What follows belongs to an exercise in optimizing a design on an open flow for small area, a short achievable clock period and few clock cycles per item; a production flow would make more cautious choices.
In this exercise RTL edits were held to simulation tests only and were not proved equivalent to the original.
Power figures rest on the tool's default switching activity, not on a simulated workload.

v20:
## DatapathPipelined
module DatapathPipelined (
  input         clk,
  input         rst,
  output [31:0] pc_to_imem,
  input  [31:0] inst_from_imem,
  output [31:0] addr_to_dmem,
  input  [31:0] load_data_from_dmem,
  output [31:0] store_data_to_dmem,
  output [ 3:0] store_we_to_dmem,
  output        halt,
  output [31:0] trace_writeback_pc,
  output [31:0] trace_writeback_inst
);
For scale: roughly 8900 cells after synthesis, ~1500 flip-flops, ~230 I/O pins.
==> flow/config.mk <==
export PLATFORM = sky130hd
export DESIGN_NAME = DatapathPipelined
export DESIGN_NICKNAME = DatapathPipelined
export VERILOG_FILES = /design/flow/design.v
export SDC_FILE = /design/flow/constraint.sdc
export NUM_CORES = 4
export LEC_CHECK = 0
export CAP_MARGIN = 20
export CELL_PAD_IN_SITES_DETAIL_PLACEMENT = 1
export CELL_PAD_IN_SITES_GLOBAL_PLACEMENT = 2
export CORE_MARGIN = 2
export CORE_UTILIZATION = 30
export PLACE_DENSITY = 0.5
export SLEW_MARGIN = 20
==> flow/constraint.sdc <==
create_clock -name core_clock -period 20.0 [get_ports {clk}]
set_input_delay 4.0000 -clock core_clock [delete_from_list [all_inputs] [get_ports {clk}]]
set_output_delay 4.0000 -clock core_clock [all_outputs]
set_load 0.01 [all_outputs]
standard.sh (not shown) runs the stock make flow with config.mk's settings and CLKGATE_MAP_FILE= SYNTH_SCRIPT=/design/flow/synth_recipe.tcl, a recipe that flattens the netlist after the stock synthesis.
==> flow/flow/run.sh <==
#!/bin/bash
# Standard ORFS layout (the standard.sh, standard synthesis), with the
# timing repair steps asked for extra setup slack so that they also shorten
# the achieved clock period. Constraints and clock period are unchanged.
# Gate cloning is skipped: a cloned driver was left over its slew limit.
set -euo pipefail
MARGIN=14
bash standard.sh SETUP_SLACK_MARGIN=$MARGIN SKIP_GATE_CLONING=1 finish > flow_make.log 2>&1
v20: no failed stages, no open violations at the end
Testbench counts of v20, summed over its fixed seeds: cycles 218,843, instrs 148,298.
Modified inputs, v45 compared to v20
# v20
export LEC_CHECK = 0
export CAP_MARGIN = 20
export CELL_PAD_IN_SITES_DETAIL_PLACEMENT = 1
export CELL_PAD_IN_SITES_GLOBAL_PLACEMENT = 2
export CORE_MARGIN = 2
export CORE_UTILIZATION = 30
export PLACE_DENSITY = 0.5
export SLEW_MARGIN = 20
create_clock -name core_clock -period 20.0 [get_ports {clk}]
# v45
export LEC_CHECK = 0
export CAP_MARGIN = 30
export CELL_PAD_IN_SITES_DETAIL_PLACEMENT = 1
export CELL_PAD_IN_SITES_GLOBAL_PLACEMENT = 2
export CORE_MARGIN = 2
export CORE_UTILIZATION = 45
export CTS_CLUSTER_DIAMETER = 80
export CTS_CLUSTER_SIZE = 24
export PLACE_DENSITY = 0.6
export SLEW_MARGIN = 30
create_clock -name core_clock -period 20.0 [get_ports {clk}]
diff --git a/flow/flow/run.sh b/flow/flow/run.sh
--- a/flow/flow/run.sh
+++ b/flow/flow/run.sh
@@ -5,4 +5,6 @@
 # Gate cloning is skipped: a cloned driver was left over its slew limit.
+# Ports are buffered with buf_2 cells; the clock tree uses small clock buffers.
 set -euo pipefail
-MARGIN=14
-bash standard.sh SETUP_SLACK_MARGIN=$MARGIN SKIP_GATE_CLONING=1 finish > flow_make.log 2>&1
+bash standard.sh SETUP_SLACK_MARGIN=13.75 SKIP_GATE_CLONING=1 TNS_END_PERCENT=100 \
+  "BUFFER_PORTS_ARGS=-buffer_cell sky130_fd_sc_hd__buf_2" \
+  "CTS_BUF_LIST=sky130_fd_sc_hd__clkbuf_8 sky130_fd_sc_hd__clkbuf_16" finish > flow_make.log 2>&1
==> comparison <==
- v45 closes out successfully: all stages finished, all timing, DRC and antenna checks passed.
- On v45: wire length is 73000 um lower than what v20 gave.
- Going from v20 to v45, clock power share moved down; latest clock arrival within the worst-skew pair moved down; design area moved down.
> inputs changed (v45 -> v28)
# v45
export LEC_CHECK = 0
export CAP_MARGIN = 30
export CELL_PAD_IN_SITES_DETAIL_PLACEMENT = 1
export CELL_PAD_IN_SITES_GLOBAL_PLACEMENT = 2
export CORE_MARGIN = 2
export CORE_UTILIZATION = 45
export CTS_CLUSTER_DIAMETER = 80
export CTS_CLUSTER_SIZE = 24
export PLACE_DENSITY = 0.6
export SLEW_MARGIN = 30
create_clock -name core_clock -period 20.0 [get_ports {clk}]
# v28
export LEC_CHECK = 0
export CAP_MARGIN = 30
export CELL_PAD_IN_SITES_DETAIL_PLACEMENT = 1
export CELL_PAD_IN_SITES_GLOBAL_PLACEMENT = 2
export CORE_MARGIN = 2
export CORE_UTILIZATION = 40
export CTS_CLUSTER_DIAMETER = 80
export CTS_CLUSTER_SIZE = 24
export PLACE_DENSITY = 0.55
export SLEW_MARGIN = 30
create_clock -name core_clock -period 20.0 [get_ports {clk}]
diff --git a/flow/flow/run.sh b/flow/flow/run.sh
--- a/flow/flow/run.sh
+++ b/flow/flow/run.sh
@@ -7,3 +7,3 @@
 set -euo pipefail
-bash standard.sh SETUP_SLACK_MARGIN=13.75 SKIP_GATE_CLONING=1 TNS_END_PERCENT=100 \
+bash standard.sh SETUP_SLACK_MARGIN=14.25 SKIP_GATE_CLONING=1 TNS_END_PERCENT=100 \
   "BUFFER_PORTS_ARGS=-buffer_cell sky130_fd_sc_hd__buf_2" \
### Flow results
Looking at part of the total power dissipated in combinational logic, v28 sits 3.1 points higher than v45 does.
Looking at wire length, v28 sits above v45.
The lower effective utilization at floorplan came out of v28.
On worst-case hold slack, v28 does better than v45.
Relative to v28, the following input files were edited for v7:
# v28
export LEC_CHECK = 0
export CAP_MARGIN = 30
export CELL_PAD_IN_SITES_DETAIL_PLACEMENT = 1
export CELL_PAD_IN_SITES_GLOBAL_PLACEMENT = 2
export CORE_MARGIN = 2
export CORE_UTILIZATION = 40
export CTS_CLUSTER_DIAMETER = 80
export CTS_CLUSTER_SIZE = 24
export PLACE_DENSITY = 0.55
export SLEW_MARGIN = 30
create_clock -name core_clock -period 20.0 [get_ports {clk}]
# v7
export LEC_CHECK = 0
export CAP_MARGIN = 30
export CELL_PAD_IN_SITES_DETAIL_PLACEMENT = 1
export CELL_PAD_IN_SITES_GLOBAL_PLACEMENT = 2
export CORE_MARGIN = 2
export CORE_UTILIZATION = 45
export CTS_CLUSTER_DIAMETER = 80
export CTS_CLUSTER_SIZE = 24
export PLACE_DENSITY = 0.7
export SLEW_MARGIN = 30
create_clock -name core_clock -period 20.0 [get_ports {clk}]
diff --git a/flow/flow/run.sh b/flow/flow/run.sh
--- a/flow/flow/run.sh
+++ b/flow/flow/run.sh
@@ -7,3 +7,3 @@
 set -euo pipefail
-bash standard.sh SETUP_SLACK_MARGIN=14.25 SKIP_GATE_CLONING=1 TNS_END_PERCENT=100 \
+bash standard.sh SETUP_SLACK_MARGIN=14 SKIP_GATE_CLONING=1 TNS_END_PERCENT=100 \
   "BUFFER_PORTS_ARGS=-buffer_cell sky130_fd_sc_hd__buf_2" \
==> run notes <==
Combinational fraction of design power (v7 over v28): decrease, 1.5 points
A startpoint of the most critical setup path of d_inst[23] is what v28 shows, while d_inst[22] belongs to v7.
Re total I/O pin count: no difference whatsoever between v28 and v7.
Compared v7 against v28; fraction of power consumed by the clock network within noise.
Changes observed in v7 relative to v28: post-route worst hold slack higher, final area lower, sequential cell area roughly the same, setup slack after placement lower.
The inputs of v5 differ from those of v7 as listed below.
# v7
export LEC_CHECK = 0
export CAP_MARGIN = 30
export CELL_PAD_IN_SITES_DETAIL_PLACEMENT = 1
export CELL_PAD_IN_SITES_GLOBAL_PLACEMENT = 2
export CORE_MARGIN = 2
export CORE_UTILIZATION = 45
export CTS_CLUSTER_DIAMETER = 80
export CTS_CLUSTER_SIZE = 24
export PLACE_DENSITY = 0.7
export SLEW_MARGIN = 30
create_clock -name core_clock -period 20.0 [get_ports {clk}]
# v5
export LEC_CHECK = 0
export CAP_MARGIN = 20
export CELL_PAD_IN_SITES_DETAIL_PLACEMENT = 1
export CELL_PAD_IN_SITES_GLOBAL_PLACEMENT = 2
export CORE_MARGIN = 2
export CORE_UTILIZATION = 30
export PLACE_DENSITY = 0.5
export SLEW_MARGIN = 20
create_clock -name core_clock -period 20.0 [get_ports {clk}]
==> flow/flow/run.sh <==
#!/bin/bash
# Standard ORFS layout (the standard.sh, standard synthesis), with the
# timing repair steps asked for extra setup slack so that they also shorten
# the achieved clock period. Constraints and clock period are unchanged.
# Gate cloning is skipped: a cloned driver was left over its slew limit.
set -euo pipefail
MARGIN=15
bash standard.sh SETUP_SLACK_MARGIN=$MARGIN SKIP_GATE_CLONING=1 finish > flow_make.log 2>&1
Results
Diff v7..v5 | total I/O pin count | unchanged. Diff v7 -> v5 | via count | decrease of 1.3%. Worst hold slack: v7 and v5 compared, higher one is v5. Summary of the comparison: worst-case headroom to the max-slew limit is lower in v5, relative to v7. Compared with v7, v5 shows a finished layout cell area that is 13% higher. Relative to v7, number of standard cells in the layout, taps in and fillers out has increased by 1994 in v5. In the tables for v7 and v5, total power reads lower with v7. Placeable core region delta for v5 relative to v7: 50% higher. v5 reached the end of the flow, and the finished layout is clean on the timing, design-rule and antenna checks.

re-timing with driven ports:
No port has a modelled driver above. Below, the same layouts with a new extraction and two added sets of constraints. Step 1 assumes that a clkbuf_16 drives the clock port and a buf_2 every other input. Step 2 also shifts input and output timing later by t, the mid clock arrival at the registers, as if the neighbouring blocks saw the same clock. a / b / c = ideal / step 1 / step 2; a / b = the first two.
run	t (ns)	setup slack, ns	slew at the worst register clock pin (ns)
v20	0.994	13.983 / 13.898 / 13.863	0.07 / 0.07
v45	0.915	13.703 / 13.703 / 13.703	0.11 / 0.11
v28	0.921	14.061 / 14.061 / 13.902	0.11 / 0.11
v7	0.912	13.949 / 13.949 / 13.949	0.11 / 0.11
v5	0.981	14.138 / 14.138 / 13.747	0.07 / 0.07
After both steps setup and hold are still met in every run listed. For v5, which loses most, drivers alone change the setup slack by 0.000 ns; drivers and shift together by -0.391 ns.
